This design comes from an exercise in tuning for small area, a short achievable clock period and few clock cycles on the open sky130 flow, not from production work. Function was checked by simulation only, so behaviour that the tests miss may differ from the original. No activity file was given, so power comes from the tool's default toggle rates.

## lane 1
Design lab2, start of the top module:
module lab2(
    input clk_i,
    input rst_i,
    input [7:0] a_i,
    input [7:0] b_i,
    input start_i,
    output wire busy_o,
    output wire [3:0] y_bo
);
wire [2:0] y_next;
reg  [2:0] y;
cuberoot cuberoot_inst (.a_i(a_i), .b_i(b_i), .y(y_next));
assign busy_o = 1'b0;
assign y_bo = {1'b0, y};
always @(posedge clk_i)
    if (start_i && !rst_i)
        y <= y_next;
endmodule
Size in the first run: ~3 flip-flops, about 24 I/O pins, about 400 µm² of cells after synthesis.
export LEC_CHECK = 0
export CAP_MARGIN = 20
export CORE_AREA = 2 2 60 60
export DIE_AREA = 0 0 62 62
export SETUP_SLACK_MARGIN = 1.0
export SLEW_MARGIN = 20
create_clock -name core_clock -period 5.0 [get_ports {clk_i}]
standard.sh (not shown) runs the stock make flow with config.mk's settings and CLKGATE_MAP_FILE= SYNTH_SCRIPT=/design/flow/synth_recipe.tcl, a recipe that flattens the netlist after the stock synthesis.
==> flow/flow/run.sh <==
#!/bin/bash
# The standard layout, with two changes: synthesis maps the logic with ABC's
# area-oriented &nf mapper (flow/abc.script) instead of ORFS's script, and the
# port buffers are plain buf_1 cells. Everything else, the registers included,
# is the standard synthesis and flow.
set -euo pipefail
work=$PWD
cat > $work/flow_synth.tcl <<EOT
proc abc {args} {
  set i [lsearch -exact \$args -script]
  if {\$i >= 0} { set args [lreplace \$args \$i [expr {\$i + 1}] -script $work/flow/abc.script] }
  yosys abc {*}\$args
}
source $work/synth_recipe.tcl
EOT
bash standard.sh SYNTH_SCRIPT=$work/flow_synth.tcl \
  "BUFFER_PORTS_ARGS=-buffer_cell sky130_fd_sc_hd__buf_1" finish > $work/flow.log 2>&1
==> flow/flow/abc.script <==
&get -n
&dch
&nf -R 1000
&put
Testbench counts of lane 1, summed over its fixed seeds: cycles 3,200.
Relative to lane 1, the following input files were edited for lane 2:
- SETUP_SLACK_MARGIN changed from 1.0 to 1.5
==> flow/flow/abc.script <==
&get -n
&dch
&nf -R 1000
&put
topo
buffer -c
upsize
dnsize
Notes after the runs:
Floorplan die area came out exactly the same in lane 1 and lane 2.
Post-synthesis to final-layout area growth: lane 2 vs lane 1 down 1.1 points
Changes observed in lane 2 relative to lane 1: via count lower, power share of the combinational group now sits higher.
[lane 2] multi-input gate share of the layout cell area rose 1.1 points relative to lane 1
Lane 2 vs lane 1 — final wirelength dropped by a few percent
Diff lane 1 and lane 2: path length in cells of the critical path lower in lane 2
Sequential share of layout area was higher in lane 1 than in lane 2.
[inputs] lane 3 vs lane 2
==> flow/flow/abc.script <==
dch
map
topo
upsize
dnsize
## What came out
- As the logs show, lane 3 stopped at synthesis (1_2_yosys) after a tool error, so it never reached the end of the flow.
[inputs] lane 4 vs lane 3
- swapping 1.5 for 0.5 in SETUP_SLACK_MARGIN
==> flow/flow/abc.script <==
&get -n
&dch
&nf -R 1000
&put
topo
upsize
dnsize
[summary]
- Lane 4 has completed all stages; timing, DRC and antenna checks passed.


Setup of run A:
The RTL this note starts from:
==> flow/design.v <==
`timescale 1ns / 1ps
module mul;
endmodule
`timescale 1ns / 1ps
module cuberoot(input [7:0] a_i, input [7:0] b_i, output [2:0] y);
wire n1;
wire n2;
wire n3;
wire n4;
wire n5;
wire n6;
wire n7;
wire n8;
wire n9;
wire n10;
wire n11;
wire n12;
wire n13;
wire n14;
wire n15;
wire n16;
wire n17;
wire n18;
wire n19;
wire n20;
wire n21;
wire n22;
wire n23;
wire n24;
wire n25;
wire n26;
wire n27;
wire n28;
wire n29;
wire n30;
wire n31;
wire n32;
wire n33;
wire n34;
wire n35;
wire n36;
wire n37;
wire n38;
wire n39;
wire n40;
wire n41;
wire n42;
wire n43;
wire n44;
wire n45;
wire n46;
wire n47;
wire n48;
wire n49;
wire n50;
wire n51;
wire n52;
wire n53;
wire n54;
wire n55;
wire n56;
wire n57;
wire n58;
wire n59;
wire n60;
wire n61;
wire n62;
wire n63;
wire n64;
wire n65;
wire n66;
wire n67;
wire n68;
wire n69;
wire n70;
wire n71;
wire n72;
wire n73;
wire n74;
wire n75;
wire n76;
wire n77;
wire n78;
wire n79;
wire n80;
wire n81;
wire n82;
wire n83;
wire n84;
wire n85;
assign n1 = ~b_i[6] & ~b_i[7];
assign n2 = ~a_i[3] & n1;
assign n3 = a_i[4] & ~n2;
assign n4 = a_i[3] & ~n1;
assign n5 = ~b_i[4] & ~b_i[5];
assign n6 = ~b_i[6] & n5;
assign n7 = b_i[6] & ~b_i[7];
assign n8 = ~n6 & ~n7;
assign n9 = a_i[2] & n8;
assign n10 = ~a_i[2] & ~n8;
assign n11 = ~n9 & ~n10;
assign n12 = ~b_i[2] & ~b_i[3];
assign n13 = ~b_i[4] & n12;
assign n14 = ~b_i[5] & b_i[6];
assign n15 = b_i[7] & ~n14;
assign n16 = n13 & ~n15;
assign n17 = ~b_i[5] & ~b_i[7];
assign n18 = ~b_i[6] & b_i[7];
assign n19 = ~n17 & ~n18;
assign n20 = ~n6 & ~n19;
assign n21 = ~n16 & ~n20;
assign n22 = ~a_i[1] & ~n21;
assign n23 = n11 & ~n22;
assign n24 = a_i[1] & n21;
assign n25 = n13 & ~n17;
assign n26 = ~b_i[4] & ~n6;
assign n27 = ~b_i[0] & ~b_i[1];
assign n28 = ~b_i[2] & n27;
assign n29 = ~b_i[3] & n28;
assign n30 = ~n26 & ~n29;
assign n31 = ~n25 & ~n30;
assign n32 = b_i[3] & ~n28;
assign n33 = b_i[5] & ~b_i[6];
assign n34 = ~n14 & ~n33;
assign n35 = ~n13 & n34;
assign n36 = ~n32 & n35;
assign n37 = ~n31 & ~n36;
assign n38 = ~n15 & ~n37;
assign n39 = b_i[6] & ~n29;
assign n40 = ~b_i[4] & ~n32;
assign n41 = ~n39 & n40;
assign n42 = b_i[5] & ~n41;
assign n43 = b_i[7] & ~n5;
assign n44 = ~n42 & n43;
assign n45 = ~n38 & ~n44;
assign n46 = a_i[0] & n45;
assign n47 = ~n24 & ~n46;
assign n48 = n23 & ~n47;
assign n49 = ~n9 & ~n48;
assign n50 = ~n4 & n49;
assign n51 = n3 & ~n50;
assign n52 = ~n11 & ~n24;
assign n53 = ~n48 & ~n52;
assign n54 = ~a_i[0] & ~n45;
assign n55 = ~n23 & n54;
assign n56 = n53 & ~n55;
assign n57 = ~n51 & ~n56;
assign n58 = ~a_i[4] & ~n4;
assign n59 = ~n3 & n49;
assign n60 = ~n58 & ~n59;
assign n61 = a_i[5] & a_i[6];
assign n62 = n60 & n61;
assign n63 = ~n57 & n62;
assign n64 = ~a_i[7] & ~n63;
assign n65 = ~a_i[5] & ~n60;
assign n66 = a_i[6] & a_i[7];
assign n67 = ~n65 & n66;
assign n68 = ~n64 & ~n67;
assign n69 = a_i[5] & n51;
assign n70 = ~a_i[6] & ~a_i[7];
assign y[2] = ~(~n69 & n70);
assign n71 = ~n11 & ~n22;
assign n72 = ~n54 & n71;
assign n73 = ~n53 & ~n72;
assign n74 = n60 & ~n73;
assign n75 = ~a_i[4] & ~a_i[5];
assign n76 = n2 & n75;
assign n77 = n49 & n76;
assign n78 = ~n74 & ~n77;
assign n79 = ~n11 & n22;
assign n80 = n54 & n79;
assign n81 = ~n78 & ~n80;
assign n82 = ~a_i[5] & ~n51;
assign n83 = ~n81 & n82;
assign n84 = ~y[2] & ~n83;
assign y[0] = ~(~n68 & ~n84);
assign n85 = ~y[2] & ~n77;
assign y[1] = ~(~n67 & ~n85);
endmodule
`timescale 1ns / 1ps
module root;
endmodule
`timescale 1ns / 1ps
module lab2(
    input clk_i,
    input rst_i,
    input [7:0] a_i,
    input [7:0] b_i,
    input start_i,
    output wire busy_o,
    output wire [3:0] y_bo
);
wire [2:0] y_next;
reg  [2:0] y;
cuberoot cuberoot_inst (.a_i(a_i), .b_i(b_i), .y(y_next));
assign busy_o = 1'b0;
assign y_bo = {1'b0, y};
always @(posedge clk_i)
    if (start_i && !rst_i)
        y <= y_next;
endmodule
clock: 5.0 ns
lec_check: 0
cap_margin: 20
core_area: 2 2 60 60
die_area: 0 0 62 62
setup_slack_margin: 3.0
slew_margin: 20
==> flow/flow/abc.script <==
&get -n
&dch
&nf -R 1000
&put
Scripts as last shown in full above: flow/flow/run.sh
Run A closes out successfully: all stages finished, all timing, DRC and antenna checks passed.
Testbench counts of run A, summed over its fixed seeds: cycles 3,200.
> inputs changed (run A -> run B)
Settings: SETUP_SLACK_MARGIN now 1.5, was 3.0.
==> flow/flow/abc.script <==
strash
dch
map
topo
upsize
dnsize
==> comparison <==
Per the comparison of run B with run A, static power due to leakage now larger; sequential cell count comparable; starting density of the core now larger; post-detailed-route DRC marker count comparable; combinational power share now larger. In run B the critical path depth turned out 3 lower than in run A. The end of the critical path comes out y[0]$_DFFE_PP_ in one run and y[1]$_DFFE_PP_ in the other, namely in run A and run B respectively. Measured against run A, the total power after layout of run B comes out at 1.07 times the reference value. Compare run B and run A | fmax higher: run B. Run A → run B: number of buffer and inverter instances along the worst setup path lost 1; final wirelength grew by 11%. Looking only at count of multi-input gates, and setting everything else aside, the lower value of run B and run A goes to run A.
--- input diff run B..run C ---
Settings: setting CTS_BUF_LIST to sky130_fd_sc_hd__clkbuf_2 for the first time.
==> flow/flow/abc.script <==
&get -n
&dch
&nf -R 1000
&put
topo
upsize
dnsize
Results
~same portion of total power attributed to the clock network in run C and run B
Cmp run C and run B / power / lower: run C
Area: run C vs run B -> run C smaller
b_i[2] as the launch point of the critical path was reported by run C, and b_i[5] by run B.

==> port drivers added, routing unchanged <==
No port has a modelled driver above. Below, the same layouts with a new extraction and two added sets of constraints. Step 1 assumes that a clkbuf_16 drives the clock port and a buf_2 every other input. Step 2 moves the port delays by t, midway between the first and last clock arrival at a register: inputs arrive t later, outputs are due t later. That takes back most of the time a late clock gives input paths. Three values: no drivers, after step 1, after step 2; two values: the first two.
| run | t (ns) | setup WS [ns] | latest minus earliest clock arrival (ns) | slew at the worst register clock pin (ns) |
|---|---|---|---|---|
| lane 1 | 0.253 | 1.742 / 1.738 / 1.485 | 0.002 / 0.002 | 0.04 / 0.04 |
| lane 2 | 0.252 | 2.008 / 2.002 / 1.751 | 0.001 / 0.001 | 0.04 / 0.04 |
| lane 4 | 0.246 | 2.070 / 2.066 / 1.819 | 0.003 / 0.003 | 0.04 / 0.04 |
| run A | 0.249 | 2.071 / 2.055 / 1.806 | 0.001 / 0.001 | 0.04 / 0.04 |
| run B | 0.241 | 2.331 / 2.321 / 2.080 | 0.000 / 0.000 | 0.03 / 0.03 |
| run C | 0.217 | 2.045 / 2.041 / 1.824 | 0.004 / 0.004 | 0.04 / 0.04 |
After both steps setup and hold are still met in every run listed. The setup slack of run A, which loses most, moves by -0.016 ns with the drivers and by -0.265 ns with both steps.
